This design comes from an exercise in tuning for small area and a short achievable clock period on the open sky130 flow, not from production work. At most, simulation tests tie the RTL to the original design; equivalence was not proved. Power and IR drop assume default switching activity.

Design byte_fifo, start of the top module:
module byte_fifo
  (
   input              clk,
   input              rst_n,
   input              sync_rst,
   input              input_data_valid,
   input  [4:0]       num_bytes_taken_from_fifo,
   input  [127:0]     input_data,
   input  [4:0]       num_bytes_in,
   output             data_valid,
   output reg [5:0]   num_bytes,
   output [127:0]     data
   );
Size in the first run: about 3000 cells after synthesis, ~290 flip-flops, roughly 280 I/O pins.
export LEC_CHECK = 0
export CAP_MARGIN = 20
export CORE_MARGIN = 2
export CORE_UTILIZATION = 30
export SETUP_SLACK_MARGIN = 2.1
export SLEW_MARGIN = 20
create_clock -name core_clock -period 5.5 [get_ports {clk}]
standard.sh (not shown) runs the stock make flow with config.mk's settings and CLKGATE_MAP_FILE= SYNTH_SCRIPT=/design/flow/synth_recipe.tcl, a recipe that flattens the netlist after the stock synthesis.
==> flow/flow/run.sh <==
#!/bin/bash
# Standard layout, with plain buf_1 cells as the port buffers.
set -euo pipefail
bash standard.sh "BUFFER_PORTS_ARGS=-buffer_cell sky130_fd_sc_hd__buf_1" finish > standard.log 2>&1
Next try:
- SETUP_SLACK_MARGIN: 2.1 -> 2
What happened: The changed run produced a clean layout. Clock power goes down by about 4%. Utilization goes down by 1.9 points. Clock skew hardly moves. Synthesized area does not change. Cell count goes down by 0.82%. Clock-buffer cell count goes up by 3. Die area does not change.

---

P:
Another version of the RTL of byte_fifo (not shown whole).
For scale: roughly 3000 cells after synthesis, roughly 290 flip-flops, ~0.024 mm2 of cells after synthesis.
Settings: LEC_CHECK=0, CAP_MARGIN=20, CORE_MARGIN=2, CORE_UTILIZATION=30, SETUP_SLACK_MARGIN=1.75, SLEW_MARGIN=20; clock period 5.5 ns.
Scripts as last shown in full above: flow/flow/run.sh
Setup changes, P to Q
- setting ABC_AREA to 1 for the first time
- changing SETUP_SLACK_MARGIN from 1.75 to 2
--- outcome ---
For the clock-buffer cell count, Q came in 3 higher than P did. Delta (Q minus P): post-route standard cell area excluding fillers shows an increase of 0.0028 mm2, final wirelength shows an increase of 8.7%, count of mapped cells out of synthesis shows an increase of 30%, inverter count of the layout excluding clock inverters shows an increase of 477. Summary — fraction of final layout cells with drive strength greater than 1, Q relative to P: higher, by 6.6 points. NOTE post-route total power P->Q increased by more than 10%. Wire length of the first global-routing pass, Q and P, higher one = Q. Compared with P, in Q detailed-route via count increased by 3737 relative to the old numbers; met2 track demand over resource moved up; length of routed met2 wiring now larger.
Function was not checked in any run of this note: the RTL went through the layout flow alone.

---

byte_fifo, a different RTL version from the one above (not shown whole).
Size: roughly 1400 cells after synthesis, roughly 270 flip-flops, about 280 I/O pins, ~0.024 mm2 of cells after synthesis.
clock: 5.5 ns
lec_check: 0
cap_margin: 20
core_margin: 2
core_utilization: 30
setup_slack_margin: 1.5
slew_margin: 20
run.sh (not shown) runs the stock make flow with config.mk's settings and CLKGATE_MAP_FILE= SYNTH_SCRIPT=/design/flow/synth_recipe.tcl, a recipe that flattens the netlist after the stock synthesis.
Stock flow here: none of the scripts above is used.
The starting point ran to the end with no violations.
==> next run, changes <==
SETUP_SLACK_MARGIN = 2   (was 1.5)
=>
- The new run completed with no timing, DRC or antenna violations
- area after synthesis does not change
- non-clock buffer count goes up by 61
- synthesized cell count is unchanged
- design area goes up by a few percent
- count of clock-buffer cells in the layout goes down by 1
- final cell count goes up by a few percent
- combinational power goes up by a few percent
- total power goes up slightly
- first-iteration DRC count goes down slightly
- flip-flop and latch count stays the same
- worst setup slack gets better by 0.16 ns
No run of this note included a check of the RTL's function; only the layout flow was run.

---

Setup of yarrow:
The RTL this note starts from:
==> flow/design.v <==
module byte_fifo
  (
   input              clk,
   input              rst_n,
   input              sync_rst,
   input              input_data_valid,
   input  [4:0]       num_bytes_taken_from_fifo,
   input  [127:0]     input_data,
   input  [4:0]       num_bytes_in,
   output             data_valid,
   output reg [5:0]   num_bytes,
   output [127:0]     data
   );
   reg [3:0]   rp;       
   reg [3:0]   wp;       
   reg [3:0]   rp_lo;    
   reg [3:0]   rp_hi;    
   reg [3:0]   wp_lo;    
   reg [3:0]   wp_hi;    
   reg [127:0] mem_a;    
   reg [127:0] mem_b;    
   wire [4:0] t   = num_bytes_taken_from_fifo;
   wire [4:0] nin = input_data_valid ? num_bytes_in : 5'd0;
   wire [6:0] left = {1'b0, num_bytes} - {2'b00, t};
   assign data_valid = (t != 5'd0) && !left[6];
   wire [5:0] cnt_keep = num_bytes + {1'b0, nin};
   wire [5:0] cnt_take = num_bytes + {1'b0, nin} - {1'b0, t};
   wire [4:0] rp_take  = {1'b0, rp} + t;    
   wire [3:0] rp_nxt = sync_rst ? 4'd0 : data_valid ? rp_take[3:0] : rp;
   wire [3:0] wp_nxt = sync_rst ? 4'd0 : wp + nin[3:0];
   function [3:0] onehot2;
      input [1:0] v;
      onehot2 = 4'b0001 << v;
   endfunction
   always @(posedge clk or negedge rst_n)
     if (~rst_n) begin
        num_bytes <= 6'd0;
        rp        <= 4'd0;
        wp        <= 4'd0;
        rp_lo     <= 4'b0001;
        rp_hi     <= 4'b0001;
        wp_lo     <= 4'b0001;
        wp_hi     <= 4'b0001;
     end else begin
        num_bytes <= sync_rst ? 6'd0 : data_valid ? cnt_take : cnt_keep;
        rp        <= rp_nxt;
        wp        <= wp_nxt;
        rp_lo     <= onehot2(rp_nxt[1:0]);
        rp_hi     <= onehot2(rp_nxt[3:2]);
        wp_lo     <= onehot2(wp_nxt[1:0]);
        wp_hi     <= onehot2(wp_nxt[3:2]);
     end
   wire [15:0] ge_rp, lt_wp, lt_re;
   genvar g, l, i;
   generate
      for (l = 0; l < 16; l = l + 1) begin : g_therm
         assign ge_rp[l] = (rp <= l);
         assign lt_wp[l] = (wp > l);
         assign lt_re[l] = (rp_take[3:0] > l);
      end
   endgenerate
   wire        wrap_w = (wp < rp);
   wire [15:0] extra  = wrap_w ? (ge_rp | lt_wp) : (ge_rp & lt_wp);
   wire [15:0] rd_int = rp_take[4] ? (ge_rp | lt_re) : (ge_rp & lt_re);
   wire [127:0] wr1, wr2;
   generate
      for (l = 0; l < 16; l = l + 1) begin : g_wrot
         wire [7:0] s1 [0:3];
         wire [7:0] s2 [0:3];
         for (i = 0; i < 4; i = i + 1) begin : g_way
            assign s1[i] = input_data[8*((l - i + 16) % 16) +: 8] & {8{wp_lo[i]}};
            assign s2[i] = wr1[8*((l - 4*i + 16) % 16) +: 8] & {8{wp_hi[i]}};
         end
         assign wr1[8*l +: 8] = s1[0] | s1[1] | s1[2] | s1[3];
         assign wr2[8*l +: 8] = s2[0] | s2[1] | s2[2] | s2[3];
      end
   endgenerate
   wire ge16 = num_bytes[5] | num_bytes[4];
   generate
      for (l = 0; l < 16; l = l + 1) begin : g_lane
         wire       empty = ~ge16 & ~extra[l];
         wire       full  = num_bytes[5] | (num_bytes[4] & extra[l]);
         wire       load  = data_valid & rd_int[l] | empty;
         wire [7:0] din   = wr2[8*l +: 8];
         always @(posedge clk) begin
            mem_a[8*l +: 8] <= (din & {8{load & ~full}})
                             | (mem_b[8*l +: 8] & {8{load & full}})
                             | (mem_a[8*l +: 8] & {8{~load}});
            if (load | ~full) mem_b[8*l +: 8] <= din;
         end
      end
   endgenerate
   wire [127:0] rd1, rd2;
   generate
      for (l = 0; l < 16; l = l + 1) begin : g_rrot
         wire [7:0] s1 [0:3];
         wire [7:0] s2 [0:3];
         for (i = 0; i < 4; i = i + 1) begin : g_way
            assign s1[i] = mem_a[8*((l + i) % 16) +: 8] & {8{rp_lo[i]}};
            assign s2[i] = rd1[8*((l + 4*i) % 16) +: 8] & {8{rp_hi[i]}};
         end
         assign rd1[8*l +: 8] = s1[0] | s1[1] | s1[2] | s1[3];
         assign rd2[8*l +: 8] = s2[0] | s2[1] | s2[2] | s2[3];
      end
   endgenerate
   assign data = rd2;
endmodule
make LEC_CHECK=0 CAP_MARGIN=20 CORE_MARGIN=2 CORE_UTILIZATION=30 SETUP_SLACK_MARGIN=1.5 SLEW_MARGIN=20 finish   # period 5.5 ns
Relative to yarrow, the following input files were edited for garnet:
Settings: SETUP_SLACK_MARGIN: 1.5 -> 2.5.
### Flow results
Across both runs, fraction of area in registers was lower for garnet than for yarrow. Going from yarrow to garnet, total power increased by 5.7 mW relative to the old numbers, final area higher, slew at the pin with the worst max-slew slack decreased 38 ps, die area about even, fraction of area in clock buffers and inverters went down 0.70 points.
[inputs] zinc vs garnet
Settings: CTS_BUF_LIST now sky130_fd_sc_hd__clkbuf_8, previously not set; SETUP_SLACK_MARGIN now 2, was 2.5.
Findings:
Internal power summed over all cells is higher on garnet
Of zinc and garnet, the lower worst reg-to-reg path cell count belongs to zinc.
Cell with the largest stage delay on the worst path = sky130_fd_sc_hd__dfstp_4: garnet; cell with the largest stage delay on the worst path = sky130_fd_sc_hd__dfrtp_4: zinc
zinc -> garnet: clock-pin slew on the worst setup and hold paths flat
zinc vs garnet: proportion of power drawn by the clock network up
Total power on zinc is ahead of garnet.
Wire length (zinc vs. garnet) decreases by a little under 10%
When the final numbers for zinc and garnet were put side by side, the period utilization turned out to be smaller in zinc.
--- input diff zinc..juniper ---
Settings: CTS_BUF_LIST no longer set, was sky130_fd_sc_hd__clkbuf_8.
==> run summary <==
zinc leaves less setup margin than juniper.
For the global-route wire length before repair, juniper came in 1.0% lower than zinc did.
The final hold slack in juniper sits 8.8 ps above the value recorded for zinc.
NOTE non-clock buffer count zinc->juniper decreased by a few percent
[compare] base=zinc new=juniper: post-route met1 wirelength higher; cell leakage power fell 0.15 nW; overall power rose about 1.2%.
From zinc to juniper the numbers moved as follows: combinational power comparable; met3 routing resource usage after global routing now smaller; design area now larger.
Transition at the pin with the smallest max-transition slack: juniper > zinc
--- input diff juniper..cedar ---
Settings: a change of SETUP_SLACK_MARGIN from 2 to 2.25.
==> flow/flow/run.sh (new file) <==
#!/bin/bash
# Standard layout, with plain buf_1 cells as the port buffers.
set -euo pipefail
bash standard.sh "BUFFER_PORTS_ARGS=-buffer_cell sky130_fd_sc_hd__buf_1" finish > standard.log 2>&1
==> flow/standard.sh (new file) <==
#!/bin/bash
# synth_recipe.tcl (not shown) runs the flow's synth.tcl, then flattens the netlist and writes it again
# the make line also repeats each setting of config.mk as NAME=value (left out here)
make -C /OpenROAD-flow-scripts/flow DESIGN_CONFIG=/design/flow/config.mk WORK_HOME=/design/flow/orfs CLKGATE_MAP_FILE= SYNTH_SCRIPT=/design/flow/synth_recipe.tcl "${@:-finish}"
removed: flow/run.sh
==> comparison <==
When cedar is measured against juniper, its total detailed-routing wirelength turns out 2.8% higher. Diff juniper..cedar | sequential share of the synthesized area | unchanged. Power (lower): juniper. Changes observed in cedar relative to juniper: area growth from synthesis to layout shows an increase of 2.4 points, setup slack saw an increase, multi-input combinational area share moved up, share of the clock period used by the worst path down 1.4 points. Height of the die came out exactly the same in cedar and juniper. The faster design of the two is cedar; juniper tops out lower. Run comparison: cedar most utilized layer in the global route result met2; juniper most utilized layer in the global route result met1. Relative to juniper, delay of the slowest cell on the worst path decreased by 20 ps in cedar.

---

Another version of the RTL of byte_fifo (not shown whole).
Size: roughly 1800 cells after synthesis, roughly 270 flip-flops.
export LEC_CHECK = 0
export CAP_MARGIN = 20
export CORE_MARGIN = 2
export CORE_UTILIZATION = 30
export SETUP_SLACK_MARGIN = 2
export SLEW_MARGIN = 20
create_clock -name core_clock -period 5.5 [get_ports {clk}]
Stock flow here: none of the scripts above is used.
The first run finished with timing, DRC and antenna clean.
Change:
SETUP_SLACK_MARGIN = 3   (was 2)
Result: Clock skew goes down by 0.015 ns; clock-buffer cell count came out lower by 4; cell area goes up by 14%; via count came out higher by 2.5%; power rises by 21%; final cell count rose by 3.7%; worst setup slack is better by 0.076 ns; clock power grows by about 6%.
Function was not checked in any run of this note: the RTL went through the layout flow alone.

---

Another version of the RTL of byte_fifo (not shown whole).
For scale: ~280 I/O pins, about 24000 sq um of cells after synthesis.
export LEC_CHECK = 0
export CAP_MARGIN = 20
export CORE_MARGIN = 2
export CORE_UTILIZATION = 30
export PLACE_DENSITY = 0.7
export SETUP_SLACK_MARGIN = 2
export SLEW_MARGIN = 20
create_clock -name core_clock -period 5.5 [get_ports {clk}]
standard.sh (not shown) runs the stock make flow with config.mk's settings and CLKGATE_MAP_FILE= SYNTH_SCRIPT=/design/flow/synth_recipe.tcl, a recipe that flattens the netlist after the stock synthesis.
==> flow/flow/run.sh <==
#!/bin/bash
# Standard layout, with plain buf_1 cells as the port buffers.
set -euo pipefail
bash standard.sh "BUFFER_PORTS_ARGS=-buffer_cell sky130_fd_sc_hd__buf_1" finish > standard.log 2>&1
The starting point ran to the end with no violations.
Then changed:
- PLACE_DENSITY: 0.7 -> unset
Total power goes up slightly.
Flip-flop and latch count does not change.
Fmax came out higher by a few percent.
Final area climbs slightly.
Synthesized cell count stays the same.

---

byte_fifo with an RTL version that a note above also has.
Size: about 3000 cells after synthesis, roughly 290 flip-flops, about 280 I/O pins, roughly 24000 sq um of cells after synthesis.
==> flow/config.mk <==
export PLATFORM = sky130hd
export DESIGN_NAME = byte_fifo
export DESIGN_NICKNAME = byte_fifo
export VERILOG_FILES = /design/flow/design.v
export SDC_FILE = /design/flow/constraint.sdc
export NUM_CORES = 4
export LEC_CHECK = 0
export CAP_MARGIN = 20
export CORE_MARGIN = 2
export CORE_UTILIZATION = 50
export SETUP_SLACK_MARGIN = 2
export SLEW_MARGIN = 20
==> flow/constraint.sdc <==
create_clock -name core_clock -period 5.5 [get_ports {clk}]
set_input_delay 1.1000 -clock core_clock [delete_from_list [all_inputs] [get_ports {clk}]]
set_output_delay 1.1000 -clock core_clock [all_outputs]
set_load 0.01 [all_outputs]
Scripts as last shown in full above: flow/flow/run.sh
Edit:
--- a/flow/config.mk
+++ b/flow/config.mk
@@ -10 +10 @@
-export CORE_UTILIZATION = 50
+export CORE_UTILIZATION = 30
=> First-iteration DRC count falls by 14%. Combinational power barely changes. Wire length falls by 0.44%. Cell count rises by 12%. Sequential share of layout area falls by 0.55 points. Design area rises by 2.1%.
No functional check of the RTL was part of any run of this note.

---

RTL: one of the versions met above, not the one the previous note started from.
For scale: about 3000 cells after synthesis, roughly 290 flip-flops, roughly 280 I/O pins, ~24000 µm² of cells after synthesis.
export LEC_CHECK = 0
export CAP_MARGIN = 20
export CORE_MARGIN = 2
export CORE_UTILIZATION = 30
export SETUP_SLACK_MARGIN = 2.2
export SLEW_MARGIN = 20
create_clock -name core_clock -period 5.5 [get_ports {clk}]
Scripts as last shown in full above: flow/flow/run.sh
Change:
- CTS_BUF_LIST: not set -> sky130_fd_sc_hd__clkbuf_4 sky130_fd_sc_hd__clkbuf_8
- SETUP_SLACK_MARGIN: 2.2 -> 2
Clock-buffer cell count went up by 22.
Cell area came out lower by 9.0%.
Via count falls by 1.2%.
Setup slack is worse by 46 ps.
Routed wire length came out lower by 4.1%.
Power drops by 11%.
Non-clock buffer count fell by 37.
Critical path depth is lower by 1.
Global-route usage goes down by 0.71 points.
Cell count barely changes.

static timing again, ports no longer ideal:
The flow's constraints put no driver on any port. The routed layouts listed below were extracted and timed again, unchanged, in two steps. Step 1 assumes that a clkbuf_16 drives the clock port and a buf_2 every other input. Step 2, shift: input delay + t, output delay - t, t = (earliest + latest rising clock arrival at the registers) / 2. This alone moves slack from input paths to output paths. a / b / c = ideal / step 1 / step 2; a / b = the first two.
run	t, ns	setup WS [ns]	worst setup path after step 2	worst register clock-pin slew, ns
the first run of note 1	0.632	2.049 / 1.984 / 1.533	input to register	0.07 / 0.07
the second run of note 1	0.636	1.988 / 1.927 / 1.435	input to register	0.07 / 0.07
P	0.631	1.626 / 1.588 / 1.350	input to register	0.07 / 0.07
Q	0.629	1.895 / 1.834 / 1.853	input to register	0.07 / 0.07
the first run of note 3	0.597	1.420 / 1.364 / 1.081	input to register	0.07 / 0.07
the second run of note 3	0.613	1.577 / 1.516 / 1.467	input to register	0.07 / 0.07
yarrow	0.638	1.574 / 1.511 / 1.312	input to register	0.07 / 0.07
garnet	0.636	1.786 / 1.725 / 1.798	input to register	0.07 / 0.07
zinc	0.651	1.876 / 1.820 / 1.545	input to register	0.07 / 0.07
juniper	0.626	1.920 / 1.859 / 1.537	input to register	0.07 / 0.07
cedar	0.630	1.995 / 1.937 / 1.677	input to register	0.07 / 0.07
the first run of note 5	0.613	1.508 / 1.448 / 1.142	input to register	0.07 / 0.07
the second run of note 5	0.615	1.584 / 1.525 / 1.159	input to register	0.07 / 0.07
the first run of note 6	0.629	1.874 / 1.819 / 1.291	input to register	0.07 / 0.07
the second run of note 6	0.635	2.018 / 1.959 / 1.423	input to register	0.07 / 0.07
the first run of note 7	0.632	1.854 / 1.831 / 1.529	input to register	0.07 / 0.07
the second run of note 7	0.641	1.909 / 1.876 / 1.510	input to register	0.07 / 0.07
the first run of note 8	0.647	2.079 / 2.021 / 1.597	input to register	0.07 / 0.07
the second run of note 8	0.653	2.033 / 2.002 / 1.442	input to register	0.07 / 0.07
After both steps every run listed still meets setup and hold. For the second run of note 6, which loses most, drivers alone change the setup slack by -0.059 ns; drivers and shift together by -0.595 ns.
